What follows belongs to an exercise in optimizing a design on an open flow for small area and few clock cycles; a production flow would make more cautious choices.
In this exercise RTL edits were held to simulation tests only and were not proved equivalent to the original.

==> design.v <==
module IOTDF( clk, rst, in_en, iot_in, fn_sel, busy, valid, iot_out);
input          clk;
input          rst;
input          in_en;
input  [7:0]   iot_in;
input  [2:0]   fn_sel;
output         busy;
output         valid;
output [127:0] iot_out;
reg [10 : 0] cnt;        
wire [3 : 0] k   = cnt[3 : 0];
wire [6 : 0] blk = cnt[10 : 4];
reg m_enc, m_dec, m_des, m_crc, m_mm, m_min;
always @ (posedge clk)
begin
	m_enc <= (fn_sel == 3'd1);
	m_dec <= (fn_sel == 3'd2);
	m_des <= (fn_sel == 3'd1) | (fn_sel == 3'd2);
	m_crc <= (fn_sel == 3'd3);
	m_mm  <= (fn_sel == 3'd4) | (fn_sel == 3'd5);
	m_min <= fn_sel[0];
end
reg [127 : 0] A, X, Y;
reg           stl;      
reg           s_x;      
reg           a_hi;     
reg           q_x;      
reg           sh_px;    
reg           sh_qa;    
reg           f_a, f_c;
reg [1 : 0]   crc;
wire last  = (k == 4'd15);
wire [2 : 0] bi = blk[2 : 0];
wire g_first = (bi == 3'd0) & !stl;   
wire g_last  = (bi == 3'd7);          
wire a_ok  = (bi[2 : 1] != 2'd0);     
wire c_ok  = (bi != 3'd0);            
wire [7 : 0] a_b;
wire [7 : 0] x_o = X[7 : 0];
wire [7 : 0] y_o = Y[7 : 0];
reg [7 : 0] x_in, y_in;
always @ (*)
begin
	x_in = 8'd0;
	y_in = iot_in;
	if (m_des)
		x_in = iot_in;
	else if (m_mm)
	begin
		if (stl)
		begin
			x_in = sh_px ? x_o : y_o;
			y_in = sh_qa ? a_b : x_o;
		end
		else if (g_first)
			x_in = q_x ? x_o : y_o;
		else if (g_last)
			x_in = s_x ? y_o : x_o;
		else
		begin
			x_in = s_x ? iot_in : x_o;
			y_in = s_x ? y_o : iot_in;
		end
	end
end
wire [127 : 0] x_nx = {x_in, X[127 : 8]};
always @ (posedge clk)
begin
	X <= x_nx;
	Y <= {y_in, Y[127 : 8]};
end
MAXMIN_BYTE u_abyte (.st(A), .k(k), .b(a_b));
wire [7 : 0] c_b = s_x ? y_o : x_o;
wire b_a, b_c;
MAXMIN u_cmp_a (.nb(iot_in), .sb(a_b), .first(k == 4'd0), .better(f_a), .min(m_min), .better_nx(b_a));
MAXMIN u_cmp_c (.nb(iot_in), .sb(c_b), .first(k == 4'd0), .better(f_c), .min(m_min), .better_nx(b_c));
wire worse_a = !a_ok | !a_hi;
wire r_a = worse_a & (!a_ok | b_a);
wire r_c = !worse_a & (!c_ok | b_c);
wire p_a = a_hi & !b_a;
wire p_c = !a_hi & !b_c;
wire p_n = !p_a & !p_c;
wire stall = p_n | (p_c & !b_a);
always @ (posedge clk)
begin
	f_a <= b_a;
	f_c <= b_c;
	if (last)
	begin
		if (g_first | r_a)
			s_x <= 1'b1;
		else if (r_c)
			s_x <= !s_x;
		if (!g_first & !g_last & r_a)
			a_hi <= s_x ? b_c : !b_c;
		else if (!g_first & !g_last & r_c)
			a_hi <= !b_a;
		if (g_last)
		begin
			q_x   <= p_a & !b_c;
			sh_px <= p_c;
			sh_qa <= p_c | a_hi;
		end
	end
end
reg [1 : 0] rot;
always @ (*)
begin
	if (m_enc)
		rot = (k == 4'd0 || k == 4'd1 || k == 4'd8 || k == 4'd15) ? 2'd0 : 2'd1;
	else if (m_dec)
		rot = (k == 4'd0 || k == 4'd7 || k == 4'd14 || k == 4'd15) ? 2'd2 : 2'd3;
	else
		case (k)
			4'd0, 4'd1, 4'd6, 4'd8, 4'd10, 4'd12, 4'd14: rot = 2'd0;
			4'd2: rot = 2'd3;
			4'd3: rot = 2'd1;
			default: rot = 2'd2;
		endcase
end
wire [127 : 0] a_nx, a_view, a_ld;
DES_ROUND u_round (.st(A), .rot(rot), .enc(m_enc), .f_on(m_des), .nx(a_nx), .view(a_view));
DES_LOAD  u_load  (.blk(x_nx), .st(a_ld));
wire load = last & (m_des | m_crc | (m_mm & (stl | g_first | (g_last ? (p_c & b_a) : r_a))));
always @ (posedge clk)
begin
	A <= load ? a_ld : a_nx;
end
wire [1 : 0] crc_nx;
CRC u_crc (.k(k), .iot_in(iot_in), .crc((k == 4'd0) ? 2'd0 : crc), .crc_nx(crc_nx));
always @ (posedge clk)
begin
	crc <= crc_nx;
end
always @ (posedge clk or posedge rst)
begin
	if (rst)
	begin
		cnt <= 11'd0;
		stl <= 1'b0;
	end
	else if (in_en | (cnt != 11'd0))
	begin
		cnt[3 : 0] <= cnt[3 : 0] + 4'd1;
		if (last)
		begin
			if (!stl)
				cnt[10 : 4] <= cnt[10 : 4] + 7'd1;
			stl <= m_mm & g_last & !stl & stall;
		end
	end
end
wire in_1_64 = (blk != 7'd0) & (!blk[6] | (blk[5 : 0] == 6'd0));
assign valid = (m_des & last & in_1_64)
             | (m_crc & (k == 4'd0) & in_1_64)
             | (m_mm & (k == 4'd2) & !stl & (bi[2 : 1] == 2'd0) & (blk >= 7'd8) & (blk <= 7'd65));
assign iot_out = {a_view[127 : 3], m_crc ? {crc, 1'b0} : a_view[2 : 0]};
assign busy = m_mm & ((stl & !last) | (last & g_last & !stl & stall));
endmodule
module DES_ROUND
(
	input  [127 : 0] st,       
	input  [1 : 0]   rot,      
	input            enc,      
	input            f_on,     
	output [127 : 0] nx,       
	output [127 : 0] view      
);
wire [27 : 0] c = st[119 : 92];
wire [27 : 0] d = st[91 : 64];
reg  [27 : 0] cn, dn;
always @ (*)
begin
	case (rot)
		2'd0: begin cn = {c[26 : 0], c[27]};      dn = {d[26 : 0], d[27]};      end
		2'd1: begin cn = {c[25 : 0], c[27 : 26]}; dn = {d[25 : 0], d[27 : 26]}; end
		2'd2: begin cn = {c[0], c[27 : 1]};       dn = {d[0], d[27 : 1]};       end
		default: begin cn = {c[1 : 0], c[27 : 2]}; dn = {d[1 : 0], d[27 : 2]}; end
	endcase
end
wire [47 : 0] k  = PC2(enc ? {cn, dn} : {c, d});
wire [31 : 0] fo = F(st[31 : 0], k) & {32{f_on}};
wire [63 : 0] lr = {st[31 : 0], st[63 : 32] ^ fo};
assign nx   = {st[127 : 120], cn, dn, lr};
assign view = {inv_key({st[127 : 120], cn, dn}), final_ciphertext({lr[31 : 0], lr[63 : 32]})};
function automatic [63 : 0] inv_key;
	input [63 : 0] cipher_key;
	begin
		inv_key = 
		{
			cipher_key[48], cipher_key[40], cipher_key[32], cipher_key[ 0], cipher_key[ 4], cipher_key[12], cipher_key[20], cipher_key[63],
			cipher_key[49], cipher_key[41], cipher_key[33], cipher_key[ 1], cipher_key[ 5], cipher_key[13], cipher_key[21], cipher_key[62],
			cipher_key[50], cipher_key[42], cipher_key[34], cipher_key[ 2], cipher_key[ 6], cipher_key[14], cipher_key[22], cipher_key[61],
			cipher_key[51], cipher_key[43], cipher_key[35], cipher_key[ 3], cipher_key[ 7], cipher_key[15], cipher_key[23], cipher_key[60],
			cipher_key[52], cipher_key[44], cipher_key[36], cipher_key[28], cipher_key[ 8], cipher_key[16], cipher_key[24], cipher_key[59],
			cipher_key[53], cipher_key[45], cipher_key[37], cipher_key[29], cipher_key[ 9], cipher_key[17], cipher_key[25], cipher_key[58],
			cipher_key[54], cipher_key[46], cipher_key[38], cipher_key[30], cipher_key[10], cipher_key[18], cipher_key[26], cipher_key[57],
			cipher_key[55], cipher_key[47], cipher_key[39], cipher_key[31], cipher_key[11], cipher_key[19], cipher_key[27], cipher_key[56]
		};
	end
endfunction
function automatic [63 : 0] final_ciphertext;
	input [63 : 0] ciphertext;
	begin
		final_ciphertext = 
		{
			ciphertext[24], ciphertext[56], ciphertext[16], ciphertext[48], ciphertext[ 8], ciphertext[40], ciphertext[ 0], ciphertext[32],
			ciphertext[25], ciphertext[57], ciphertext[17], ciphertext[49], ciphertext[ 9], ciphertext[41], ciphertext[ 1], ciphertext[33],
			ciphertext[26], ciphertext[58], ciphertext[18], ciphertext[50], ciphertext[10], ciphertext[42], ciphertext[ 2], ciphertext[34],
			ciphertext[27], ciphertext[59], ciphertext[19], ciphertext[51], ciphertext[11], ciphertext[43], ciphertext[ 3], ciphertext[35],
			ciphertext[28], ciphertext[60], ciphertext[20], ciphertext[52], ciphertext[12], ciphertext[44], ciphertext[ 4], ciphertext[36],
			ciphertext[29], ciphertext[61], ciphertext[21], ciphertext[53], ciphertext[13], ciphertext[45], ciphertext[ 5], ciphertext[37],
			ciphertext[30], ciphertext[62], ciphertext[22], ciphertext[54], ciphertext[14], ciphertext[46], ciphertext[ 6], ciphertext[38],
			ciphertext[31], ciphertext[63], ciphertext[23], ciphertext[55], ciphertext[15], ciphertext[47], ciphertext[ 7], ciphertext[39]
		};
	end
endfunction
function automatic [47 : 0] PC2;
	input [55 : 0] cipher_key;
	begin
		PC2 = 
		{
			cipher_key[42], cipher_key[39], cipher_key[45], cipher_key[32], cipher_key[55], cipher_key[51], cipher_key[53], cipher_key[28],
			cipher_key[41], cipher_key[50], cipher_key[35], cipher_key[46], cipher_key[33], cipher_key[37], cipher_key[44], cipher_key[52],
			cipher_key[30], cipher_key[48], cipher_key[40], cipher_key[49], cipher_key[29], cipher_key[36], cipher_key[43], cipher_key[54],
			cipher_key[15], cipher_key[ 4], cipher_key[25], cipher_key[19], cipher_key[ 9], cipher_key[ 1], cipher_key[26], cipher_key[16],
			cipher_key[ 5], cipher_key[11], cipher_key[23], cipher_key[ 8], cipher_key[12], cipher_key[ 7], cipher_key[17], cipher_key[ 0],
			cipher_key[22], cipher_key[ 3], cipher_key[10], cipher_key[14], cipher_key[ 6], cipher_key[20], cipher_key[27], cipher_key[24]
		};
	end
endfunction
function automatic [31 : 0] P;
	input [31 : 0] box_text;
	begin
		P =
		{
			box_text[16], box_text[25], box_text[12], box_text[11], box_text[ 3], box_text[20], box_text[ 4], box_text[15],
			box_text[31], box_text[17], box_text[ 9], box_text[ 6], box_text[27], box_text[14], box_text[ 1], box_text[22],
			box_text[30], box_text[24], box_text[ 8], box_text[18], box_text[ 0], box_text[ 5], box_text[29], box_text[23],
			box_text[13], box_text[19], box_text[ 2], box_text[26], box_text[10], box_text[21], box_text[28], box_text[ 7]
		};
	end
endfunction
function automatic [31 : 0] F;
	input [31 : 0] R;
	input [47 : 0] K;
	reg [47 : 0] F_0;
	begin
		F_0 = expansion(R) ^ K;
		F = P
		({
			S_BOX_1(F_0[47 : 42]), S_BOX_2(F_0[41 : 36]), S_BOX_3(F_0[35 : 30]), S_BOX_4(F_0[29 : 24]),
			S_BOX_5(F_0[23 : 18]), S_BOX_6(F_0[17 : 12]), S_BOX_7(F_0[11 :  6]) ,S_BOX_8(F_0[ 5 :  0])
		});
	end
endfunction
function automatic [47 : 0] expansion;
	input [31 : 0] text;
	begin
		expansion =
		{
			text[ 0], text[31], text[30], text[29], text[28], text[27], text[28], text[27],
			text[26], text[25], text[24], text[23], text[24], text[23], text[22], text[21],
			text[20], text[19], text[20], text[19], text[18], text[17], text[16], text[15],
			text[16], text[15], text[14], text[13], text[12], text[11], text[12], text[11],
			text[10], text[ 9], text[ 8], text[ 7], text[ 8], text[ 7], text[ 6], text[ 5],
			text[ 4], text[ 3], text[ 4], text[ 3], text[ 2], text[ 1], text[ 0], text[31]
		};
	end
endfunction
function automatic [3 : 0] S_BOX_8;
	input [5 : 0] i_data;
	begin
		case ({i_data[5], i_data[0]})
			2'b00:  
			begin
				case (i_data[4 : 1])
					4'd0: S_BOX_8 = 4'd13;
					4'd1: S_BOX_8 = 4'd2;
					4'd2: S_BOX_8 = 4'd8;
					4'd3: S_BOX_8 = 4'd4;
					4'd4: S_BOX_8 = 4'd6;
					4'd5: S_BOX_8 = 4'd15;
					4'd6: S_BOX_8 = 4'd11;
					4'd7: S_BOX_8 = 4'd1;
					4'd8: S_BOX_8 = 4'd10;
					4'd9: S_BOX_8 = 4'd9;
					4'd10: S_BOX_8 = 4'd3;
					4'd11: S_BOX_8 = 4'd14;
					4'd12: S_BOX_8 = 4'd5;
					4'd13: S_BOX_8 = 4'd0;
					4'd14: S_BOX_8 = 4'd12;
					4'd15: S_BOX_8 = 4'd7;
				endcase
			end
			2'b01:  
			begin
				case (i_data[4 : 1])
					4'd0: S_BOX_8 = 4'd1;
					4'd1: S_BOX_8 = 4'd15;
					4'd2: S_BOX_8 = 4'd13;
					4'd3: S_BOX_8 = 4'd8;
					4'd4: S_BOX_8 = 4'd10;
					4'd5: S_BOX_8 = 4'd3;
					4'd6: S_BOX_8 = 4'd7;
					4'd7: S_BOX_8 = 4'd4;
					4'd8: S_BOX_8 = 4'd12;
					4'd9: S_BOX_8 = 4'd5;
					4'd10: S_BOX_8 = 4'd6;
					4'd11: S_BOX_8 = 4'd11;
					4'd12: S_BOX_8 = 4'd0;
					4'd13: S_BOX_8 = 4'd14;
					4'd14: S_BOX_8 = 4'd9;
					4'd15: S_BOX_8 = 4'd2;
				endcase
			end
			2'b10:
			begin
				case (i_data[4 : 1])
					4'd0: S_BOX_8 = 4'd7;
					4'd1: S_BOX_8 = 4'd11;
					4'd2: S_BOX_8 = 4'd4;
					4'd3: S_BOX_8 = 4'd1;
					4'd4: S_BOX_8 = 4'd9;
					4'd5: S_BOX_8 = 4'd12;
					4'd6: S_BOX_8 = 4'd14;
					4'd7: S_BOX_8 = 4'd2;
					4'd8: S_BOX_8 = 4'd0;
					4'd9: S_BOX_8 = 4'd6;
					4'd10: S_BOX_8 = 4'd10;
					4'd11: S_BOX_8 = 4'd13;
					4'd12: S_BOX_8 = 4'd15;
					4'd13: S_BOX_8 = 4'd3;
					4'd14: S_BOX_8 = 4'd5;
					4'd15: S_BOX_8 = 4'd8;
				endcase
			end
			2'b11:  
			begin
				case (i_data[4 : 1])
					4'd0: S_BOX_8 = 4'd2;
					4'd1: S_BOX_8 = 4'd1;
					4'd2: S_BOX_8 = 4'd14;
					4'd3: S_BOX_8 = 4'd7;
					4'd4: S_BOX_8 = 4'd4;
					4'd5: S_BOX_8 = 4'd10;
					4'd6: S_BOX_8 = 4'd8;
					4'd7: S_BOX_8 = 4'd13;
					4'd8: S_BOX_8 = 4'd15;
					4'd9: S_BOX_8 = 4'd12;
					4'd10: S_BOX_8 = 4'd9;
					4'd11: S_BOX_8 = 4'd0;
					4'd12: S_BOX_8 = 4'd3;
					4'd13: S_BOX_8 = 4'd5;
					4'd14: S_BOX_8 = 4'd6;
					4'd15: S_BOX_8 = 4'd11;
				endcase
			end
		endcase
	end
endfunction
function automatic [3 : 0] S_BOX_7;
	input [5 : 0] i_data;
	begin
		case ({i_data[5], i_data[0]})
			2'b00:  
			begin
				case (i_data[4 : 1])
					4'd0: S_BOX_7 = 4'd4;
					4'd1: S_BOX_7 = 4'd11;
					4'd2: S_BOX_7 = 4'd2;
					4'd3: S_BOX_7 = 4'd14;
					4'd4: S_BOX_7 = 4'd15;
					4'd5: S_BOX_7 = 4'd0;
					4'd6: S_BOX_7 = 4'd8;
					4'd7: S_BOX_7 = 4'd13;
					4'd8: S_BOX_7 = 4'd3;
					4'd9: S_BOX_7 = 4'd12;
					4'd10: S_BOX_7 = 4'd9;
					4'd11: S_BOX_7 = 4'd7;
					4'd12: S_BOX_7 = 4'd5;
					4'd13: S_BOX_7 = 4'd10;
					4'd14: S_BOX_7 = 4'd6;
					4'd15: S_BOX_7 = 4'd1;
				endcase
			end
			2'b01:  
			begin
				case (i_data[4 : 1])
					4'd0: S_BOX_7 = 4'd13;
					4'd1: S_BOX_7 = 4'd0;
					4'd2: S_BOX_7 = 4'd11;
					4'd3: S_BOX_7 = 4'd7;
					4'd4: S_BOX_7 = 4'd4;
					4'd5: S_BOX_7 = 4'd9;
					4'd6: S_BOX_7 = 4'd1;
					4'd7: S_BOX_7 = 4'd10;
					4'd8: S_BOX_7 = 4'd14;
					4'd9: S_BOX_7 = 4'd3;
					4'd10: S_BOX_7 = 4'd5;
					4'd11: S_BOX_7 = 4'd12;
					4'd12: S_BOX_7 = 4'd2;
					4'd13: S_BOX_7 = 4'd15;
					4'd14: S_BOX_7 = 4'd8;
					4'd15: S_BOX_7 = 4'd6;
				endcase
			end
			2'b10:  
			begin
				case (i_data[4 : 1])
					4'd0: S_BOX_7 = 4'd1;
					4'd1: S_BOX_7 = 4'd4;
					4'd2: S_BOX_7 = 4'd11;
					4'd3: S_BOX_7 = 4'd13;
					4'd4: S_BOX_7 = 4'd12;
					4'd5: S_BOX_7 = 4'd3;
					4'd6: S_BOX_7 = 4'd7;
					4'd7: S_BOX_7 = 4'd14;
					4'd8: S_BOX_7 = 4'd10;
					4'd9: S_BOX_7 = 4'd15;
					4'd10: S_BOX_7 = 4'd6;
					4'd11: S_BOX_7 = 4'd8;
					4'd12: S_BOX_7 = 4'd0;
					4'd13: S_BOX_7 = 4'd5;
					4'd14: S_BOX_7 = 4'd9;
					4'd15: S_BOX_7 = 4'd2;
				endcase
			end
			2'b11:  
			begin
				case (i_data[4 : 1])
					4'd0: S_BOX_7 = 4'd6;
					4'd1: S_BOX_7 = 4'd11;
					4'd2: S_BOX_7 = 4'd13;
					4'd3: S_BOX_7 = 4'd8;
					4'd4: S_BOX_7 = 4'd1;
					4'd5: S_BOX_7 = 4'd4;
					4'd6: S_BOX_7 = 4'd10;
					4'd7: S_BOX_7 = 4'd7;
					4'd8: S_BOX_7 = 4'd9;
					4'd9: S_BOX_7 = 4'd5;
					4'd10: S_BOX_7 = 4'd0;
					4'd11: S_BOX_7 = 4'd15;
					4'd12: S_BOX_7 = 4'd14;
					4'd13: S_BOX_7 = 4'd2;
					4'd14: S_BOX_7 = 4'd3;
					4'd15: S_BOX_7 = 4'd12;
				endcase
			end
		endcase
	end
endfunction
function automatic [3 : 0] S_BOX_6;
	input [5 : 0] i_data;
	begin
		case ({i_data[5], i_data[0]})
			2'b00:  
			begin
				case (i_data[4 : 1])
					4'd0: S_BOX_6 = 4'd12;
					4'd1: S_BOX_6 = 4'd1;
					4'd2: S_BOX_6 = 4'd10;
					4'd3: S_BOX_6 = 4'd15;
					4'd4: S_BOX_6 = 4'd9;
					4'd5: S_BOX_6 = 4'd2;
					4'd6: S_BOX_6 = 4'd6;
					4'd7: S_BOX_6 = 4'd8;
					4'd8: S_BOX_6 = 4'd0;
					4'd9: S_BOX_6 = 4'd13;
					4'd10: S_BOX_6 = 4'd3;
					4'd11: S_BOX_6 = 4'd4;
					4'd12: S_BOX_6 = 4'd14;
					4'd13: S_BOX_6 = 4'd7;
					4'd14: S_BOX_6 = 4'd5;
					4'd15: S_BOX_6 = 4'd11;
				endcase
			end
			2'b01:  
			begin
				case (i_data[4 : 1])
					4'd0: S_BOX_6 = 4'd10;
					4'd1: S_BOX_6 = 4'd15;
					4'd2: S_BOX_6 = 4'd4;
					4'd3: S_BOX_6 = 4'd2;
					4'd4: S_BOX_6 = 4'd7;
					4'd5: S_BOX_6 = 4'd12;
					4'd6: S_BOX_6 = 4'd9;
					4'd7: S_BOX_6 = 4'd5;
					4'd8: S_BOX_6 = 4'd6;
					4'd9: S_BOX_6 = 4'd1;
					4'd10: S_BOX_6 = 4'd13;
					4'd11: S_BOX_6 = 4'd14;
					4'd12: S_BOX_6 = 4'd0;
					4'd13: S_BOX_6 = 4'd11;
					4'd14: S_BOX_6 = 4'd3;
					4'd15: S_BOX_6 = 4'd8;
				endcase
			end
			2'b10:  
			begin
				case (i_data[4 : 1])
					4'd0: S_BOX_6 = 4'd9;
					4'd1: S_BOX_6 = 4'd14;
					4'd2: S_BOX_6 = 4'd15;
					4'd3: S_BOX_6 = 4'd5;
					4'd4: S_BOX_6 = 4'd2;
					4'd5: S_BOX_6 = 4'd8;
					4'd6: S_BOX_6 = 4'd12;
					4'd7: S_BOX_6 = 4'd3;
					4'd8: S_BOX_6 = 4'd7;
					4'd9: S_BOX_6 = 4'd0;
					4'd10: S_BOX_6 = 4'd4;
					4'd11: S_BOX_6 = 4'd10;
					4'd12: S_BOX_6 = 4'd1;
					4'd13: S_BOX_6 = 4'd13;
					4'd14: S_BOX_6 = 4'd11;
					4'd15: S_BOX_6 = 4'd6;
				endcase
			end
			2'b11:  
			begin
				case (i_data[4 : 1])
					4'd0: S_BOX_6 = 4'd4;
					4'd1: S_BOX_6 = 4'd3;
					4'd2: S_BOX_6 = 4'd2;
					4'd3: S_BOX_6 = 4'd12;
					4'd4: S_BOX_6 = 4'd9;
					4'd5: S_BOX_6 = 4'd5;
					4'd6: S_BOX_6 = 4'd15;
					4'd7: S_BOX_6 = 4'd10;
					4'd8: S_BOX_6 = 4'd11;
					4'd9: S_BOX_6 = 4'd14;
					4'd10: S_BOX_6 = 4'd1;
					4'd11: S_BOX_6 = 4'd7;
					4'd12: S_BOX_6 = 4'd6;
					4'd13: S_BOX_6 = 4'd0;
					4'd14: S_BOX_6 = 4'd8;
					4'd15: S_BOX_6 = 4'd13;
				endcase
			end
		endcase
	end
endfunction
function automatic [3 : 0] S_BOX_5;
	input [5 : 0] i_data;
	begin
		case ({i_data[5], i_data[0]})
			2'b00:  
			begin
				case (i_data[4 : 1])
					4'd0: S_BOX_5 = 4'd2;
					4'd1: S_BOX_5 = 4'd12;
					4'd2: S_BOX_5 = 4'd4;
					4'd3: S_BOX_5 = 4'd1;
					4'd4: S_BOX_5 = 4'd7;
					4'd5: S_BOX_5 = 4'd10;
					4'd6: S_BOX_5 = 4'd11;
					4'd7: S_BOX_5 = 4'd6;
					4'd8: S_BOX_5 = 4'd8;
					4'd9: S_BOX_5 = 4'd5;
					4'd10: S_BOX_5 = 4'd3;
					4'd11: S_BOX_5 = 4'd15;
					4'd12: S_BOX_5 = 4'd13;
					4'd13: S_BOX_5 = 4'd0;
					4'd14: S_BOX_5 = 4'd14;
					4'd15: S_BOX_5 = 4'd9;
				endcase
			end
			2'b01:  
			begin
				case (i_data[4 : 1])
					4'd0: S_BOX_5 = 4'd14;
					4'd1: S_BOX_5 = 4'd11;
					4'd2: S_BOX_5 = 4'd2;
					4'd3: S_BOX_5 = 4'd12;
					4'd4: S_BOX_5 = 4'd4;
					4'd5: S_BOX_5 = 4'd7;
					4'd6: S_BOX_5 = 4'd13;
					4'd7: S_BOX_5 = 4'd1;
					4'd8: S_BOX_5 = 4'd5;
					4'd9: S_BOX_5 = 4'd0;
					4'd10: S_BOX_5 = 4'd15;
					4'd11: S_BOX_5 = 4'd10;
					4'd12: S_BOX_5 = 4'd3;
					4'd13: S_BOX_5 = 4'd9;
					4'd14: S_BOX_5 = 4'd8;
					4'd15: S_BOX_5 = 4'd6;
				endcase
			end
			2'b10:  
			begin
				case (i_data[4 : 1])
					4'd0: S_BOX_5 = 4'd4;
					4'd1: S_BOX_5 = 4'd2;
					4'd2: S_BOX_5 = 4'd1;
					4'd3: S_BOX_5 = 4'd11;
					4'd4: S_BOX_5 = 4'd10;
					4'd5: S_BOX_5 = 4'd13;
					4'd6: S_BOX_5 = 4'd7;
					4'd7: S_BOX_5 = 4'd8;
					4'd8: S_BOX_5 = 4'd15;
					4'd9: S_BOX_5 = 4'd9;
					4'd10: S_BOX_5 = 4'd12;
					4'd11: S_BOX_5 = 4'd5;
					4'd12: S_BOX_5 = 4'd6;
					4'd13: S_BOX_5 = 4'd3;
					4'd14: S_BOX_5 = 4'd0;
					4'd15: S_BOX_5 = 4'd14;
				endcase
			end
			2'b11:  
			begin
				case (i_data[4 : 1])
					4'd0: S_BOX_5 = 4'd11;
					4'd1: S_BOX_5 = 4'd8;
					4'd2: S_BOX_5 = 4'd12;
					4'd3: S_BOX_5 = 4'd7;
					4'd4: S_BOX_5 = 4'd1;
					4'd5: S_BOX_5 = 4'd14;
					4'd6: S_BOX_5 = 4'd2;
					4'd7: S_BOX_5 = 4'd13;
					4'd8: S_BOX_5 = 4'd6;
					4'd9: S_BOX_5 = 4'd15;
					4'd10: S_BOX_5 = 4'd0;
					4'd11: S_BOX_5 = 4'd9;
					4'd12: S_BOX_5 = 4'd10;
					4'd13: S_BOX_5 = 4'd4;
					4'd14: S_BOX_5 = 4'd5;
					4'd15: S_BOX_5 = 4'd3;
				endcase
			end
		endcase
	end
endfunction
function automatic [3 : 0] S_BOX_4;
	input [5 : 0] i_data;
	begin
		case ({i_data[5], i_data[0]})
			2'b00:  
			begin
				case (i_data[4 : 1])
					4'd0: S_BOX_4 = 4'd7;
					4'd1: S_BOX_4 = 4'd13;
					4'd2: S_BOX_4 = 4'd14;
					4'd3: S_BOX_4 = 4'd3;
					4'd4: S_BOX_4 = 4'd0;
					4'd5: S_BOX_4 = 4'd6;
					4'd6: S_BOX_4 = 4'd9;
					4'd7: S_BOX_4 = 4'd10;
					4'd8: S_BOX_4 = 4'd1;
					4'd9: S_BOX_4 = 4'd2;
					4'd10: S_BOX_4 = 4'd8;
					4'd11: S_BOX_4 = 4'd5;
					4'd12: S_BOX_4 = 4'd11;
					4'd13: S_BOX_4 = 4'd12;
					4'd14: S_BOX_4 = 4'd4;
					4'd15: S_BOX_4 = 4'd15;
				endcase
			end
			2'b01:  
			begin
				case (i_data[4 : 1])
					4'd0: S_BOX_4 = 4'd13;
					4'd1: S_BOX_4 = 4'd8;
					4'd2: S_BOX_4 = 4'd11;
					4'd3: S_BOX_4 = 4'd5;
					4'd4: S_BOX_4 = 4'd6;
					4'd5: S_BOX_4 = 4'd15;
					4'd6: S_BOX_4 = 4'd0;
					4'd7: S_BOX_4 = 4'd3;
					4'd8: S_BOX_4 = 4'd4;
					4'd9: S_BOX_4 = 4'd7;
					4'd10: S_BOX_4 = 4'd2;
					4'd11: S_BOX_4 = 4'd12;
					4'd12: S_BOX_4 = 4'd1;
					4'd13: S_BOX_4 = 4'd10;
					4'd14: S_BOX_4 = 4'd14;
					4'd15: S_BOX_4 = 4'd9;
				endcase
			end
			2'b10:  
			begin
				case (i_data[4 : 1])
					4'd0: S_BOX_4 = 4'd10;
					4'd1: S_BOX_4 = 4'd6;
					4'd2: S_BOX_4 = 4'd9;
					4'd3: S_BOX_4 = 4'd0;
					4'd4: S_BOX_4 = 4'd12;
					4'd5: S_BOX_4 = 4'd11;
					4'd6: S_BOX_4 = 4'd7;
					4'd7: S_BOX_4 = 4'd13;
					4'd8: S_BOX_4 = 4'd15;
					4'd9: S_BOX_4 = 4'd1;
					4'd10: S_BOX_4 = 4'd3;
					4'd11: S_BOX_4 = 4'd14;
					4'd12: S_BOX_4 = 4'd5;
					4'd13: S_BOX_4 = 4'd2;
					4'd14: S_BOX_4 = 4'd8;
					4'd15: S_BOX_4 = 4'd4;
				endcase
			end
			2'b11:  
			begin
				case (i_data[4 : 1])
					4'd0: S_BOX_4 = 4'd3;
					4'd1: S_BOX_4 = 4'd15;
					4'd2: S_BOX_4 = 4'd0;
					4'd3: S_BOX_4 = 4'd6;
					4'd4: S_BOX_4 = 4'd10;
					4'd5: S_BOX_4 = 4'd1;
					4'd6: S_BOX_4 = 4'd13;
					4'd7: S_BOX_4 = 4'd8;
					4'd8: S_BOX_4 = 4'd9;
					4'd9: S_BOX_4 = 4'd4;
					4'd10: S_BOX_4 = 4'd5;
					4'd11: S_BOX_4 = 4'd11;
					4'd12: S_BOX_4 = 4'd12;
					4'd13: S_BOX_4 = 4'd7;
					4'd14: S_BOX_4 = 4'd2;
					4'd15: S_BOX_4 = 4'd14;
				endcase
			end
		endcase
	end
endfunction
function automatic [3 : 0] S_BOX_3;
	input [5 : 0] i_data;
	begin
		case ({i_data[5], i_data[0]})
			2'b00:  
			begin
				case (i_data[4 : 1])
					4'd0: S_BOX_3 = 4'd10;
					4'd1: S_BOX_3 = 4'd0;
					4'd2: S_BOX_3 = 4'd9;
					4'd3: S_BOX_3 = 4'd14;
					4'd4: S_BOX_3 = 4'd6;
					4'd5: S_BOX_3 = 4'd3;
					4'd6: S_BOX_3 = 4'd15;
					4'd7: S_BOX_3 = 4'd5;
					4'd8: S_BOX_3 = 4'd1;
					4'd9: S_BOX_3 = 4'd13;
					4'd10: S_BOX_3 = 4'd12;
					4'd11: S_BOX_3 = 4'd7;
					4'd12: S_BOX_3 = 4'd11;
					4'd13: S_BOX_3 = 4'd4;
					4'd14: S_BOX_3 = 4'd2;
					4'd15: S_BOX_3 = 4'd8;
				endcase
			end
			2'b01:  
			begin
				case (i_data[4 : 1])
					4'd0: S_BOX_3 = 4'd13;
					4'd1: S_BOX_3 = 4'd7;
					4'd2: S_BOX_3 = 4'd0;
					4'd3: S_BOX_3 = 4'd9;
					4'd4: S_BOX_3 = 4'd3;
					4'd5: S_BOX_3 = 4'd4;
					4'd6: S_BOX_3 = 4'd6;
					4'd7: S_BOX_3 = 4'd10;
					4'd8: S_BOX_3 = 4'd2;
					4'd9: S_BOX_3 = 4'd8;
					4'd10: S_BOX_3 = 4'd5;
					4'd11: S_BOX_3 = 4'd14;
					4'd12: S_BOX_3 = 4'd12;
					4'd13: S_BOX_3 = 4'd11;
					4'd14: S_BOX_3 = 4'd15;
					4'd15: S_BOX_3 = 4'd1;
				endcase
			end
			2'b10:  
			begin
				case (i_data[4 : 1])
					4'd0: S_BOX_3 = 4'd13;
					4'd1: S_BOX_3 = 4'd6;
					4'd2: S_BOX_3 = 4'd4;
					4'd3: S_BOX_3 = 4'd9;
					4'd4: S_BOX_3 = 4'd8;
					4'd5: S_BOX_3 = 4'd15;
					4'd6: S_BOX_3 = 4'd3;
					4'd7: S_BOX_3 = 4'd0;
					4'd8: S_BOX_3 = 4'd11;
					4'd9: S_BOX_3 = 4'd1;
					4'd10: S_BOX_3 = 4'd2;
					4'd11: S_BOX_3 = 4'd12;
					4'd12: S_BOX_3 = 4'd5;
					4'd13: S_BOX_3 = 4'd10;
					4'd14: S_BOX_3 = 4'd14;
					4'd15: S_BOX_3 = 4'd7;
				endcase
			end
			2'b11:  
			begin
				case (i_data[4 : 1])
					4'd0: S_BOX_3 = 4'd1;
					4'd1: S_BOX_3 = 4'd10;
					4'd2: S_BOX_3 = 4'd13;
					4'd3: S_BOX_3 = 4'd0;
					4'd4: S_BOX_3 = 4'd6;
					4'd5: S_BOX_3 = 4'd9;
					4'd6: S_BOX_3 = 4'd8;
					4'd7: S_BOX_3 = 4'd7;
					4'd8: S_BOX_3 = 4'd4;
					4'd9: S_BOX_3 = 4'd15;
					4'd10: S_BOX_3 = 4'd14;
					4'd11: S_BOX_3 = 4'd3;
					4'd12: S_BOX_3 = 4'd11;
					4'd13: S_BOX_3 = 4'd5;
					4'd14: S_BOX_3 = 4'd2;
					4'd15: S_BOX_3 = 4'd12;
				endcase
			end
		endcase
	end
endfunction
function automatic [3 : 0] S_BOX_2;
	input [5 : 0] i_data;
	begin
		case ({i_data[5], i_data[0]})
			2'b00:  
			begin
				case (i_data[4 : 1])
					4'd0: S_BOX_2 = 4'd15;
					4'd1: S_BOX_2 = 4'd1;
					4'd2: S_BOX_2 = 4'd8;
					4'd3: S_BOX_2 = 4'd14;
					4'd4: S_BOX_2 = 4'd6;
					4'd5: S_BOX_2 = 4'd11;
					4'd6: S_BOX_2 = 4'd3;
					4'd7: S_BOX_2 = 4'd4;
					4'd8: S_BOX_2 = 4'd9;
					4'd9: S_BOX_2 = 4'd7;
					4'd10: S_BOX_2 = 4'd2;
					4'd11: S_BOX_2 = 4'd13;
					4'd12: S_BOX_2 = 4'd12;
					4'd13: S_BOX_2 = 4'd0;
					4'd14: S_BOX_2 = 4'd5;
					4'd15: S_BOX_2 = 4'd10;
				endcase
			end
			2'b01:  
			begin
				case (i_data[4 : 1])
					4'd0: S_BOX_2 = 4'd3;
					4'd1: S_BOX_2 = 4'd13;
					4'd2: S_BOX_2 = 4'd4;
					4'd3: S_BOX_2 = 4'd7;
					4'd4: S_BOX_2 = 4'd15;
					4'd5: S_BOX_2 = 4'd2;
					4'd6: S_BOX_2 = 4'd8;
					4'd7: S_BOX_2 = 4'd14;
					4'd8: S_BOX_2 = 4'd12;
					4'd9: S_BOX_2 = 4'd0;
					4'd10: S_BOX_2 = 4'd1;
					4'd11: S_BOX_2 = 4'd10;
					4'd12: S_BOX_2 = 4'd6;
					4'd13: S_BOX_2 = 4'd9;
					4'd14: S_BOX_2 = 4'd11;
					4'd15: S_BOX_2 = 4'd5;
				endcase
			end
			2'b10:  
			begin
				case (i_data[4 : 1])
					4'd0: S_BOX_2 = 4'd0;
					4'd1: S_BOX_2 = 4'd14;
					4'd2: S_BOX_2 = 4'd7;
					4'd3: S_BOX_2 = 4'd11;
					4'd4: S_BOX_2 = 4'd10;
					4'd5: S_BOX_2 = 4'd4;
					4'd6: S_BOX_2 = 4'd13;
					4'd7: S_BOX_2 = 4'd1;
					4'd8: S_BOX_2 = 4'd5;
					4'd9: S_BOX_2 = 4'd8;
					4'd10: S_BOX_2 = 4'd12;
					4'd11: S_BOX_2 = 4'd6;
					4'd12: S_BOX_2 = 4'd9;
					4'd13: S_BOX_2 = 4'd3;
					4'd14: S_BOX_2 = 4'd2;
					4'd15: S_BOX_2 = 4'd15;
				endcase
			end
			2'b11:  
			begin
				case (i_data[4 : 1])
					4'd0: S_BOX_2 = 4'd13;
					4'd1: S_BOX_2 = 4'd8;
					4'd2: S_BOX_2 = 4'd10;
					4'd3: S_BOX_2 = 4'd1;
					4'd4: S_BOX_2 = 4'd3;
					4'd5: S_BOX_2 = 4'd15;
					4'd6: S_BOX_2 = 4'd4;
					4'd7: S_BOX_2 = 4'd2;
					4'd8: S_BOX_2 = 4'd11;
					4'd9: S_BOX_2 = 4'd6;
					4'd10: S_BOX_2 = 4'd7;
					4'd11: S_BOX_2 = 4'd12;
					4'd12: S_BOX_2 = 4'd0;
					4'd13: S_BOX_2 = 4'd5;
					4'd14: S_BOX_2 = 4'd14;
					4'd15: S_BOX_2 = 4'd9;
				endcase
			end
		endcase
	end
endfunction
function automatic [3 : 0] S_BOX_1;
	input [5 : 0] i_data;
	begin
		case ({i_data[5], i_data[0]})
			2'b00:  
			begin
				case (i_data[4 : 1])
					4'd0: S_BOX_1 = 4'd14;
					4'd1: S_BOX_1 = 4'd4;
					4'd2: S_BOX_1 = 4'd13;
					4'd3: S_BOX_1 = 4'd1;
					4'd4: S_BOX_1 = 4'd2;
					4'd5: S_BOX_1 = 4'd15;
					4'd6: S_BOX_1 = 4'd11;
					4'd7: S_BOX_1 = 4'd8;
					4'd8: S_BOX_1 = 4'd3;
					4'd9: S_BOX_1 = 4'd10;
					4'd10: S_BOX_1 = 4'd6;
					4'd11: S_BOX_1 = 4'd12;
					4'd12: S_BOX_1 = 4'd5;
					4'd13: S_BOX_1 = 4'd9;
					4'd14: S_BOX_1 = 4'd0;
					4'd15: S_BOX_1 = 4'd7;
				endcase
			end
			2'b01:  
			begin
				case (i_data[4 : 1])
					4'd0: S_BOX_1 = 4'd0;
					4'd1: S_BOX_1 = 4'd15;
					4'd2: S_BOX_1 = 4'd7;
					4'd3: S_BOX_1 = 4'd4;
					4'd4: S_BOX_1 = 4'd14;
					4'd5: S_BOX_1 = 4'd2;
					4'd6: S_BOX_1 = 4'd13;
					4'd7: S_BOX_1 = 4'd1;
					4'd8: S_BOX_1 = 4'd10;
					4'd9: S_BOX_1 = 4'd6;
					4'd10: S_BOX_1 = 4'd12;
					4'd11: S_BOX_1 = 4'd11;
					4'd12: S_BOX_1 = 4'd9;
					4'd13: S_BOX_1 = 4'd5;
					4'd14: S_BOX_1 = 4'd3;
					4'd15: S_BOX_1 = 4'd8;
				endcase
			end
			2'b10:  
			begin
				case (i_data[4 : 1])
					4'd0: S_BOX_1 = 4'd4;
					4'd1: S_BOX_1 = 4'd1;
					4'd2: S_BOX_1 = 4'd14;
					4'd3: S_BOX_1 = 4'd8;
					4'd4: S_BOX_1 = 4'd13;
					4'd5: S_BOX_1 = 4'd6;
					4'd6: S_BOX_1 = 4'd2;
					4'd7: S_BOX_1 = 4'd11;
					4'd8: S_BOX_1 = 4'd15;
					4'd9: S_BOX_1 = 4'd12;
					4'd10: S_BOX_1 = 4'd9;
					4'd11: S_BOX_1 = 4'd7;
					4'd12: S_BOX_1 = 4'd3;
					4'd13: S_BOX_1 = 4'd10;
					4'd14: S_BOX_1 = 4'd5;
					4'd15: S_BOX_1 = 4'd0;
				endcase
			end
			2'b11:  
			begin
				case (i_data[4 : 1])
					4'd0: S_BOX_1 = 4'd15;
					4'd1: S_BOX_1 = 4'd12;
					4'd2: S_BOX_1 = 4'd8;
					4'd3: S_BOX_1 = 4'd2;
					4'd4: S_BOX_1 = 4'd4;
					4'd5: S_BOX_1 = 4'd9;
					4'd6: S_BOX_1 = 4'd1;
					4'd7: S_BOX_1 = 4'd7;
					4'd8: S_BOX_1 = 4'd5;
					4'd9: S_BOX_1 = 4'd11;
					4'd10: S_BOX_1 = 4'd3;
					4'd11: S_BOX_1 = 4'd14;
					4'd12: S_BOX_1 = 4'd10;
					4'd13: S_BOX_1 = 4'd0;
					4'd14: S_BOX_1 = 4'd6;
					4'd15: S_BOX_1 = 4'd13;
				endcase
			end
		endcase
	end
endfunction
endmodule
module DES_LOAD
(
	input  [127 : 0] blk,
	output [127 : 0] st
);
assign st = {blk[120], blk[112], blk[104], blk[96], blk[88], blk[80], blk[72], blk[64],
             init_mainkey(blk[127 : 64]), init_plaintext(blk[63 : 0])};
function automatic [63 : 0] init_plaintext;
	input [63 : 0] plaintext;
	begin
		init_plaintext = 
		{
			plaintext[ 6], plaintext[14], plaintext[22], plaintext[30], plaintext[38], plaintext[46], plaintext[54], plaintext[62],
			plaintext[ 4], plaintext[12], plaintext[20], plaintext[28], plaintext[36], plaintext[44], plaintext[52], plaintext[60],
			plaintext[ 2], plaintext[10], plaintext[18], plaintext[26], plaintext[34], plaintext[42], plaintext[50], plaintext[58],
			plaintext[ 0], plaintext[ 8], plaintext[16], plaintext[24], plaintext[32], plaintext[40], plaintext[48], plaintext[56],
			plaintext[ 7], plaintext[15], plaintext[23], plaintext[31], plaintext[39], plaintext[47], plaintext[55], plaintext[63],
			plaintext[ 5], plaintext[13], plaintext[21], plaintext[29], plaintext[37], plaintext[45], plaintext[53], plaintext[61],
			plaintext[ 3], plaintext[11], plaintext[19], plaintext[27], plaintext[35], plaintext[43], plaintext[51], plaintext[59],
			plaintext[ 1], plaintext[ 9], plaintext[17], plaintext[25], plaintext[33], plaintext[41], plaintext[49], plaintext[57]
		};
	end
endfunction
function automatic [55 : 0] init_mainkey;
	input [63 : 0] mainkey;
	begin
		init_mainkey = 
		{
			mainkey[ 7], mainkey[15], mainkey[23], mainkey[31], mainkey[39], mainkey[47], mainkey[55],
			mainkey[63], mainkey[ 6], mainkey[14], mainkey[22], mainkey[30], mainkey[38], mainkey[46],
			mainkey[54], mainkey[62], mainkey[ 5], mainkey[13], mainkey[21], mainkey[29], mainkey[37],
			mainkey[45], mainkey[53], mainkey[61], mainkey[ 4], mainkey[12], mainkey[20], mainkey[28],
			mainkey[ 1], mainkey[ 9], mainkey[17], mainkey[25], mainkey[33], mainkey[41], mainkey[49],
			mainkey[57], mainkey[ 2], mainkey[10], mainkey[18], mainkey[26], mainkey[34], mainkey[42],
			mainkey[50], mainkey[58], mainkey[ 3], mainkey[11], mainkey[19], mainkey[27], mainkey[35],
			mainkey[43], mainkey[51], mainkey[59], mainkey[36], mainkey[44], mainkey[52], mainkey[60]
		};
	end
endfunction
endmodule
module DES_UNLOAD
(
	input  [127 : 0] st,
	output [127 : 0] blk
);
assign blk = {inv_key(st[127 : 64]), final_ciphertext(st[63 : 0])};
function automatic [63 : 0] inv_key;
	input [63 : 0] cipher_key;
	begin
		inv_key = 
		{
			cipher_key[48], cipher_key[40], cipher_key[32], cipher_key[ 0], cipher_key[ 4], cipher_key[12], cipher_key[20], cipher_key[63],
			cipher_key[49], cipher_key[41], cipher_key[33], cipher_key[ 1], cipher_key[ 5], cipher_key[13], cipher_key[21], cipher_key[62],
			cipher_key[50], cipher_key[42], cipher_key[34], cipher_key[ 2], cipher_key[ 6], cipher_key[14], cipher_key[22], cipher_key[61],
			cipher_key[51], cipher_key[43], cipher_key[35], cipher_key[ 3], cipher_key[ 7], cipher_key[15], cipher_key[23], cipher_key[60],
			cipher_key[52], cipher_key[44], cipher_key[36], cipher_key[28], cipher_key[ 8], cipher_key[16], cipher_key[24], cipher_key[59],
			cipher_key[53], cipher_key[45], cipher_key[37], cipher_key[29], cipher_key[ 9], cipher_key[17], cipher_key[25], cipher_key[58],
			cipher_key[54], cipher_key[46], cipher_key[38], cipher_key[30], cipher_key[10], cipher_key[18], cipher_key[26], cipher_key[57],
			cipher_key[55], cipher_key[47], cipher_key[39], cipher_key[31], cipher_key[11], cipher_key[19], cipher_key[27], cipher_key[56]
		};
	end
endfunction
function automatic [63 : 0] final_ciphertext;
	input [63 : 0] ciphertext;
	begin
		final_ciphertext = 
		{
			ciphertext[24], ciphertext[56], ciphertext[16], ciphertext[48], ciphertext[ 8], ciphertext[40], ciphertext[ 0], ciphertext[32],
			ciphertext[25], ciphertext[57], ciphertext[17], ciphertext[49], ciphertext[ 9], ciphertext[41], ciphertext[ 1], ciphertext[33],
			ciphertext[26], ciphertext[58], ciphertext[18], ciphertext[50], ciphertext[10], ciphertext[42], ciphertext[ 2], ciphertext[34],
			ciphertext[27], ciphertext[59], ciphertext[19], ciphertext[51], ciphertext[11], ciphertext[43], ciphertext[ 3], ciphertext[35],
			ciphertext[28], ciphertext[60], ciphertext[20], ciphertext[52], ciphertext[12], ciphertext[44], ciphertext[ 4], ciphertext[36],
			ciphertext[29], ciphertext[61], ciphertext[21], ciphertext[53], ciphertext[13], ciphertext[45], ciphertext[ 5], ciphertext[37],
			ciphertext[30], ciphertext[62], ciphertext[22], ciphertext[54], ciphertext[14], ciphertext[46], ciphertext[ 6], ciphertext[38],
			ciphertext[31], ciphertext[63], ciphertext[23], ciphertext[55], ciphertext[15], ciphertext[47], ciphertext[ 7], ciphertext[39]
		};
	end
endfunction
endmodule
module MAXMIN
(
	input  [7 : 0] nb,      
	input  [7 : 0] sb,      
	input          first,   
	input          better,  
	input          min,
	output         better_nx
);
assign better_nx = (nb != sb) ? ((nb > sb) ^ min) : (better & !first);
endmodule
module MAXMIN_BYTE
(
	input  [127 : 0] st,
	input  [3 : 0]   k,
	output [7 : 0]   b
);
localparam [31 : 0] ROT_AT = {2'd1, 2'd0, 2'd1, 2'd0, 2'd1, 2'd0, 2'd1, 2'd0,
                              2'd1, 2'd0, 2'd1, 2'd2, 2'd0, 2'd2, 2'd1, 2'd0};
wire [7 : 0] bk [15 : 0];
genvar i;
generate
	for (i = 0; i < 16; i = i + 1)
	begin : g_byte
		localparam integer R = ROT_AT[2 * i +: 2];
		wire [27 : 0] c = st[119 : 92];
		wire [27 : 0] d = st[91 : 64];
		wire [27 : 0] cu = (R == 0) ? c : (R == 1) ? {c[0], c[27 : 1]} : {c[1 : 0], c[27 : 2]};
		wire [27 : 0] du = (R == 0) ? d : (R == 1) ? {d[0], d[27 : 1]} : {d[1 : 0], d[27 : 2]};
		wire [63 : 0] lr = (i % 2) ? {st[31 : 0], st[63 : 32]} : st[63 : 0];
		wire [127 : 0] blk;
		DES_UNLOAD u_unload (.st({st[127 : 120], cu, du, lr}), .blk(blk));
		assign bk[i] = blk[8 * i +: 8];
	end
endgenerate
assign b = bk[k];
endmodule
module CRC
(
	input  [3 : 0] k,       
	input  [7 : 0] iot_in,
	input  [1 : 0] crc,     
	output [1 : 0] crc_nx
);
reg [7 : 0] m1, m2;
always @ (*)
begin
	case (k)
		4'd0, 4'd3, 4'd6, 4'd9, 4'd12, 4'd15: begin m1 = 8'hDB; m2 = 8'h6D; end
		4'd1, 4'd4, 4'd7, 4'd10, 4'd13:       begin m1 = 8'hB6; m2 = 8'hDB; end
		default:                              begin m1 = 8'h6D; m2 = 8'hB6; end
	endcase
end
assign crc_nx = {crc[1] ^ (^(iot_in & m2)), crc[0] ^ (^(iot_in & m1))};
endmodule
==> flow/run.sh <==
#!/bin/bash
# Own layout flow: the standard flow (standard.sh) with
#  - synthesis: the standard synthesis script, but ABC maps for area
#    (flow/abc_area.script) instead of ORFS's speed script; registers are
#    mapped by the same dfflibmap step, so they keep their names and cells;
#    the half/full adder extraction step is skipped (ADDER_MAP_FILE empty);
#  - port buffers: sky130_fd_sc_hd__buf_1 on every input and output port;
#  - clock tree: no dummy loads, smaller clock buffers.
# Every tool's output goes to flow_*.log in this folder.
set -euo pipefail
here=$(pwd)
{
  echo 'proc abc {args} {'
  echo '  set i [lsearch -exact $args -script]'
  echo "  if {\$i >= 0} { set args [lreplace \$args [expr {\$i + 1}] [expr {\$i + 1}] {$here/flow/abc_area.script}] }"
  echo '  yosys abc {*}$args'
  echo '}'
  cat synth_recipe.tcl
} > own_synth.tcl
sed -e 's#synth_recipe\.tcl#own_synth.tcl#g' -e 's#CLKGATE_MAP_FILE= #CLKGATE_MAP_FILE= ADDER_MAP_FILE= #' standard.sh > own_standard.sh
grep -q own_synth.tcl own_standard.sh
grep -q 'ADDER_MAP_FILE= ' own_standard.sh
export BUFFER_PORTS_ARGS="-buffer_cell sky130_fd_sc_hd__buf_1"
export CTS_ARGS="-sink_clustering_enable -repair_clock_nets -dont_use_dummy_load -buf_list {sky130_fd_sc_hd__clkbuf_4 sky130_fd_sc_hd__clkbuf_8} -root_buf sky130_fd_sc_hd__clkbuf_8"
bash own_standard.sh > flow_orfs.log 2>&1
test -s out/final.def
==> flow/abc_area.script <==
strash
dc2
dch -f
map -a
stime -p
==> standard.sh <==
#!/bin/bash
# synth_recipe.tcl (not shown) runs the flow's synth.tcl, then flattens the netlist and writes it again
# the make line also repeats each setting of config.mk as NAME=value (left out here)
make -C /OpenROAD-flow-scripts/flow DESIGN_CONFIG=/design/flow/config.mk WORK_HOME=/design/flow/orfs CLKGATE_MAP_FILE= SYNTH_SCRIPT=/design/flow/synth_recipe.tcl "${@:-finish}"
==> config.mk <==
export PLATFORM = sky130hd
export DESIGN_NAME = IOTDF
export DESIGN_NICKNAME = IOTDF
export VERILOG_FILES = /design/flow/design.v
export SDC_FILE = /design/flow/constraint.sdc
export NUM_CORES = 4
export LEC_CHECK = 0
export CAP_MARGIN = 20
export CORE_MARGIN = 2
export CORE_UTILIZATION = 50
export SLEW_MARGIN = 20
==> constraint.sdc <==
create_clock -name core_clock -period 8.0 [get_ports {clk}]
set_input_delay 1.6000 -clock core_clock [delete_from_list [all_inputs] [get_ports {clk}]]
set_output_delay 1.6000 -clock core_clock [all_outputs]
set_load 0.01 [all_outputs]
==> results of run 1 <==
==> stage by stage <==
step,setup WS [ns],TNS [ns],hold slack [ns]
after CTS,0.0180,0,0.322
after global routing,-0.00334,-0.00334,0.325
final,0.302,0,0.316
after detailed placement,0.208,0,0.312
after global placement,0.289,0,0.310
after floorplan,0.0110,0,0.310
==> metal layers <==
metal	vias to the layer above	global-route usage [%]	part of all wire (%)
li1	8679	-	-
met1	8488	44.5	42
met2	1085	53.4	45
met3	198	6.39	9.5
met4	0	14.8	4.2
met5	-	0	0
==> cell usage after synthesis <==
master	count	share of area [%]
nand2_1	457	9.4
a211o_2	1	0.055
a31oi_1	24	0.82
nor2_1	344	7.1
dfrtp_1	12	1.6
a221o_2	1	0.062
o221a_2	1	0.062
o21ai_0	208	5.7
nand3b_1	1	0.041
a21o_2	1	0.048
dfxtp_1	386	42
xor2_1	34	1.6
o41ai_1	1	0.048
o311ai_0	9	0.43
a311oi_1	1	0.048
a2111oi_0	3	0.14
a32oi_1	6	0.29
edfxtp_1	13	2.1
nor3b_1	1	0.041
o22ai_1	25	0.85
nor4_1	2	0.068
o31ai_1	3	0.12
a211oi_1	5	0.21
o2111ai_1	13	0.62
nand4_1	13	0.44
o21a_1	2	0.082
nand3_1	53	1.4
o211ai_1	27	1.1
a221oi_1	14	0.67
clkinv_1	302	6.2
nor3_1	25	0.68
a311o_2	1	0.062
or2_2	36	1.2
o221ai_1	15	0.72
buf_4	39	1.6
a22oi_1	67	2.7
xnor2_1	32	1.5
a21oi_1	283	7.7
==> registers in the layout, indices dropped and copies added, names as in the netlist <==
name / count
A: 128
X: 128
Y: 128
cnt: 11
crc: 2
a_hi: 1
f_a: 1
f_c: 1
m_crc: 1
m_dec: 1
m_des: 1
m_enc: 1
m_min: 1
m_mm: 1
q_x: 1
s_x: 1
sh_px: 1
sh_qa: 1
stl: 1
==> worst max-delay path: cells and delay by family (launching register included) <==
kind / cells / cell delay [ns]
simple gates: 11 / 1.78
flops: 1 / 0.40
compound gates: 10 / 1.93
buf+inv: 6 / 1.11
xor+xnor: 1 / 0.22
==> logic make-up after synthesis <==
logic type,count (synthesis)
XOR/XNOR,66
flip-flops,411
AO/OA/AOI/OAI,711
AND/OR/NAND/NOR,932
buffers and inverters,341
==> cell type report <==
class                   count  area, µm²  area share, %
multi-input cells        1709       8650           42.0
flip-flops and latches    411       8420           40.9
inverters                 302       1150           5.57
clock buffers              69        950           4.62
repair buffers            179        823           4.00
well taps                 468        586           2.85
==> worst paths after layout <==
check | start | endpoint | slack, ns | depth (start not counted)
min in group asynchronous | rst | cnt[0]$_DFFE_PP0P_ | 0.92 | 2
worst max-delay path | cnt[0]$_DFFE_PP0P_ | iot_out[62] | 0.30 | 28
worst min-delay path | Y[113]$_DFF_P_ | Y[105]$_DFF_P_ | 0.32 | 0
worst max register to register | cnt[0]$_DFFE_PP0P_ | A[120]$_DFFE_PP_ | 1.62 | 24
max in group asynchronous | rst | cnt[2]$_DFFE_PP0P_ | 6.76 | 2
worst min register to register | Y[113]$_DFF_P_ | Y[105]$_DFF_P_ | 0.32 | 0
==> repair_timing <==
action / 4_1_cts / 5_1_grt
resized for setup: 7 / 35
pin swaps: 0 / 3
cloned: 0 / 0
endpoints found under the setup margin: 29 / 32
setup buffers: 0 / 1
==> impl_metrics.csv, run 1 <==
group,metric,value,unit
run_status,outcome,"no timing/DRC/antenna violations",
layout,drive_gt1_share,7.12,%
route,initialDrtViolationCount,2118,
die,initial_core_util,50.3,%
route,via_per_inst,5.88,
sta,final_max_slew_viol_count,0,
global_routing,grt_max_degree,190,
placement,dpl_cell_area,19500,µm²
layout,fin_area,20600,µm²
synth,synth_area,18300,µm²
die,dieWidth,195,µm
synth,yosys_register_bits,411,
clock_tree,clkSlewWorstSetupHoldPaths,0.06,ns
placement,dp_hpwl,48800,µm
setup_path,crit_path_start_kind,"register",
clock_tree,clockBufferDepth,3,
global_routing,grt_pass1_wl,98200,µm
route,wirelength,65300,µm
route,firstDrtPassIters,6,
route,drc,0,
clock_tree,cts_hold_buf,0,
synth,synth_cell_type_count,38,
setup_path,arrival,6.10,ns
sta,maxSlewHeadroom,32.2,%
layout,finalNonFillerCells,3138,
sta,hold_violations,0,
clock_tree,cts_num_sinks,411,
placement,io_buffers,143,
clock_tree,tritoncts,"built",
clock_tree,cts_made_buffers,69,
clock_tree,clock_latency,0.63,ns
sta,skew,0.0407,ns
die,ios,144,
synth,muxShareOfSynthArea,0,%
setup_path,endpoint_kind,"output port",
global_routing,grt_pass1_vias,16776,
layout,layout_commonest_cell,"nand2_1",
global_routing,grtUsageTotal,33.5,%
layout,final_core_util,56.6,%
synth,syn_nets,2475,
setup_path,cp.required,6.40,ns
sta,setup_violations,0,
setup_path,critical_path_class,"reg -> out",
layout,mostFrequentLayoutCells,"nand2_1, dfxtp_1, nor2_1",
sta,tightestPinTransition,1.02,ns
placement,gp_congestion,0.977,
route,wl_per_cell,20.8,µm
route,route.antenna.remaining_nets,0,
sta,maxClockFrequency,0.130,GHz
placement,dp_cells,3068,
synth,synth_compound_area_share,22.6,%
synth,synth_top_family_by_area,"compound AO/OA/AOI/OAI gates",
synth,yosys.area_share.simple,20.4,%
die,die_area,38100,µm²
layout,n_antenna_cell,0,
die,core_area,36300,µm²
synth,yosysWarnings,6,
route,vias,18450,
setup_path,path_max_fanout,18,
layout,area_growth,12.5,%
die,rows,70,
synth,syn_inst,2461,
synth,synthAdderAreaFrac,0,%
synth,synth_xor_area_share,3.16,%
run,drv_cap,0,
die,die_h,195,µm
worst_hold_path,hp-class,"reg -> reg",
layout,fillers,3463,
setup_path,critical-path-max-stage-delay,0.50,ns
synth,ys_seq_area_share,46.0,%
layout,fin_nets,2686,
clock_tree,htree_levels,3,
sta,fin_crit_sh,96.2,%
sta,period_minus_slack,7.70,ns
global_routing,antenna_found_initial,0,
setup_path,crit_slowest_cell,"o21ai_1",
clock_tree,cts_root_buf,"clkbuf_8",
synth,synthesis.area_per_instance,7.43,µm²
global_routing,grt-ovfl-total,0,
Testbench counts, summed over its fixed seeds: cycles 85,120.
==> inputs of run 2 (changes only) <==
--- a/design.v
+++ b/design.v
@@ -1121,13 +1121,17 @@
 	output [1 : 0] crc_nx
 );
-reg [7 : 0] m1, m2;
+wire q0 = iot_in[0] ^ iot_in[3] ^ iot_in[6];
+wire q1 = iot_in[1] ^ iot_in[4] ^ iot_in[7];
+wire q2 = iot_in[2] ^ iot_in[5];
+wire qa = q0 ^ q1 ^ q2;
+reg  n1, n2;    
 always @ (*)
 begin
 	case (k)
-		4'd0, 4'd3, 4'd6, 4'd9, 4'd12, 4'd15: begin m1 = 8'hDB; m2 = 8'h6D; end
-		4'd1, 4'd4, 4'd7, 4'd10, 4'd13:       begin m1 = 8'hB6; m2 = 8'hDB; end
-		default:                              begin m1 = 8'h6D; m2 = 8'hB6; end
+		4'd0, 4'd3, 4'd6, 4'd9, 4'd12, 4'd15: begin n1 = q2; n2 = q1; end   
+		4'd2, 4'd5, 4'd8, 4'd11, 4'd14:       begin n1 = q1; n2 = q0; end   
+		default:                              begin n1 = q0; n2 = q2; end   
 	endcase
 end
-assign crc_nx = {crc[1] ^ (^(iot_in & m2)), crc[0] ^ (^(iot_in & m1))};
+assign crc_nx = {crc[1] ^ qa ^ n2, crc[0] ^ qa ^ n1};
 endmodule
--- a/flow/run.sh
+++ b/flow/run.sh
@@ -2,9 +2,9 @@
 # Own layout flow: the standard flow (standard.sh) with
 #  - synthesis: the standard synthesis script, but ABC maps for area
-#    (flow/abc_area.script) instead of ORFS's speed script; registers are
+#    (flow/abc_area.script: deepsyn restructuring, then amap) instead of ORFS's speed script; registers are
 #    mapped by the same dfflibmap step, so they keep their names and cells;
 #    the half/full adder extraction step is skipped (ADDER_MAP_FILE empty);
 #  - port buffers: sky130_fd_sc_hd__buf_1 on every input and output port;
-#  - clock tree: no dummy loads, smaller clock buffers.
+#  - clock tree: no dummy loads, fewer and larger leaf clusters.
 # Every tool's output goes to flow_*.log in this folder.
 set -euo pipefail
@@ -22,5 +22,5 @@
 grep -q 'ADDER_MAP_FILE= ' own_standard.sh
 export BUFFER_PORTS_ARGS="-buffer_cell sky130_fd_sc_hd__buf_1"
-export CTS_ARGS="-sink_clustering_enable -repair_clock_nets -dont_use_dummy_load -buf_list {sky130_fd_sc_hd__clkbuf_4 sky130_fd_sc_hd__clkbuf_8} -root_buf sky130_fd_sc_hd__clkbuf_8"
+export CTS_ARGS="-sink_clustering_enable -repair_clock_nets -dont_use_dummy_load -buf_list {sky130_fd_sc_hd__clkbuf_16} -root_buf sky130_fd_sc_hd__clkbuf_16 -sink_clustering_size 25 -sink_clustering_max_diameter 70"
 bash own_standard.sh > flow_orfs.log 2>&1
 test -s out/final.def
==> flow/abc_area.script (replaced) <==
strash
&get -n
&deepsyn -T 60
&put
dch -f
amap
stime -p
==> impl_metrics.csv, run 2 <==
group,metric,value,unit
route,initialDrtViolationCount,2128,
run,drv_cap,0,
synth,syn_nets,2090,
worst_hold_path,min-delay-start,"Y[118]$_DFF_P_",
run_status,outcome,"no timing/DRC/antenna violations",
synth,yosysWarnings,6,
setup_path,cp.required,6.40,ns
setup_path,critical_path_class,"reg -> out",
sta,tightestPinTransition,1.02,ns
route,route.antenna.remaining_nets,0,
setup_path,r2r_slack,1.79,ns
setup_path,path_max_fanout,29,
sta,final_max_slew_viol_count,0,
synth,synth_flop_cell,"dfxtp_1",
sta,maxClockFrequency,0.131,GHz
synth,synth_area,17200,µm²
layout,fin_area,19900,µm²
clock_tree,cts_root_buf,"clkbuf_16",
sta,hold-worst-slack,0.304,ns
die,rows,68,
clock_tree,cts_hold_buf,0,
sta,setup_violations,0,
synth,yosys_register_bits,411,
clock_tree,cts_made_buffers,27,
synth,yosysTopAreaCell,"dfxtp_1",
setup_path,crit_slowest_cell,"dfrtp_2",
layout,fin_nets,2277,
sta,hold_violations,0,
worst_hold_path,hp-class,"reg -> reg",
synth,postSynth.asyncResetShare,2.92,%
die,initial_core_util,50.3,%
layout,finalNonFillerCells,2716,
clock_tree,cts_num_sinks,411,
synth,syn_inst,2076,
layout,area_growth,15.2,%
setup_path,arrival,6.06,ns
die,core_area,34300,µm²
layout,mostFrequentLayoutCells,"dfxtp_1, nor2_1, clkinv_1",
layout,top_regs,"A: 128 flops, X: 128 flops, Y: 128 flops",
sta,maxSlewHeadroom,31.4,%
clock_tree,clkSlewWorstSetupHoldPaths,0.09,ns
setup_path,crit_path_start_kind,"register",
setup_path,endpoint_kind,"output port",
die,ios,144,
layout,drive_gt1_share,10.2,%
route,wirelength,61000,µm
die,dieWidth,190,µm
global_routing,grt-ovfl-total,0,
sta,tns,0,ns
route,vias,17027,
sta,fin_ws,0.337,ns
placement,dp_hpwl,45400,µm
route,wl_per_cell,22.5,µm
synth,synth_top_area_share,44.8,%
global_routing,grt_max_degree,78,
route,drc,0,
synth,ys_seq_area_share,48.8,%
clock_tree,clock_latency,0.59,ns
synth,synth_edf_count,13,
sta,fin_crit_sh,95.8,%
sta,skew,0.0579,ns
setup_path,critical-path-max-stage-delay,0.42,ns
clock_tree,tritoncts,"built",
global_routing,grtUsageTotal,32.9,%
global_routing,grt_pass1_wl,90900,µm
synth,synth.area.top_cells,"dfxtp_1, nor2_1, clkinv_1",
synth,synthesis.area_per_instance,8.31,µm²
global_routing,grt_pass1_vias,15263,
route,firstDrtPassIters,6,
setup_path,cp-startpoint,"cnt[1]$_DFFE_PP0P_",
route,via_per_inst,6.27,
placement,io_buffers,143,
layout,layout_commonest_cell,"dfxtp_1",
sta,period_minus_slack,7.66,ns
synth,synthTopCellsByCount,"dfxtp_1, nor2_1, clkinv_1",
clock_tree,htree_levels,1,
placement,dp_cells,2676,
die,die_h,190,µm
global_routing,antenna_found_initial,1,
layout,n_antenna_cell,0,
placement,dpl_cell_area,18900,µm²
setup_path,path_common_cell,"nor2_1",
synth,synth_cell_type_count,48,
die,die_area,36000,µm²
placement,gp_congestion,1.00,
clock_tree,clockBufferDepth,3,
placement,pre_cts_ws,0.114,ns
setup_path,r2r-start,"cnt[1]$_DFFE_PP0P_",
run 2: path summary, 6_finish.rpt:
| check | to | cells after the start |
|---|---|---|
| min in group asynchronous | cnt[6]$_DFFE_PP0P_ | 2 |
| hold reg to reg | Y[110]$_DFF_P_ | 0 |
| hold / removal | Y[110]$_DFF_P_ | 0 |
| setup reg to reg | A[89]$_DFF_P_ | 27 |
| max in group asynchronous | cnt[1]$_DFFE_PP0P_ | 2 |
| setup / recovery | iot_out[44] | 31 |
run 2: repair_timing:
action	CTS	global route
gates cloned	1	0
buffers inserted	7	5
setup endpoints to repair	16	22
gates resized for setup	4	44
pin swaps	1	2
run 2: cell families (layout without fill, tap and decap cells):
logic type	count (synthesis)	in the layout	synth area share, %
AO/OA/AOI/OAI	795	796	30.4
AND/OR/NAND/NOR	608	608	14.2
flip-flops	411	411	48.8
buffers and inverters	260	444	6.51
XOR/XNOR	2	2	0.102
run 2: routing by layer:
metal,routed length (µm),vias up,GRT usage [%],part of all wire (%)
li1,-,7914,-,-
met1,25500,7947,45.5,42
met4,3500,2,16.5,5.7
met5,7,-,0,0.011
met2,26300,998,50.0,43
met3,5710,166,5.33,9.4
run 2: metrics by stage:
stage	utilization [%]
finish	57.9
global route	57.9
CTS	57.3
detailed placement	55.1
global placement	55.1
floorplan	-
run 2: cell type report:
class / count / area, µm²
well taps: 455 / 569
flip-flops and latches: 411 / 8420
multi-input cells: 1406 / 8340
inverters: 221 / 875
fillers: 3209 / 14400
repair buffers: 196 / 980
clock buffers: 27 / 676
run 2: critical path, delay by kind of cell (launching register included):
family	cells	cell delay (ns)
compound gates	9	2.07
buf+inv	9	1.32
flops	1	0.42
simple gates	13	1.66
Testbench counts of run 2, summed over its fixed seeds: cycles 85,120.

## afterwards: timing with drivers on the ports
No port has a modelled driver above. Below, the same layouts with a new extraction and two added sets of constraints.
Step 1: set_driving_cell puts a clkbuf_16 on clk and a buf_2 on each other input, an assumption about the parent block.
Step 2 adds t to the input delays and takes it off the output delays; t is the mean of the earliest and latest rising clock arrival at the registers after step 1. Input paths then give back, and output paths get back, about the clock's delay inside the block.
Three values: ideal ports, drivers, drivers and shift; two values: the first two.
run | t (ns) | setup WS [ns] | worst setup path after step 2 | clock arrival spread, ns
run 1 | 0.658 | 0.302 / 0.249 / 0.907 | register to output | 0.041 / 0.040
run 2 | 0.619 | 0.337 / 0.281 / 0.900 | register to output | 0.058 / 0.058
After both steps every run listed still meets setup and hold.
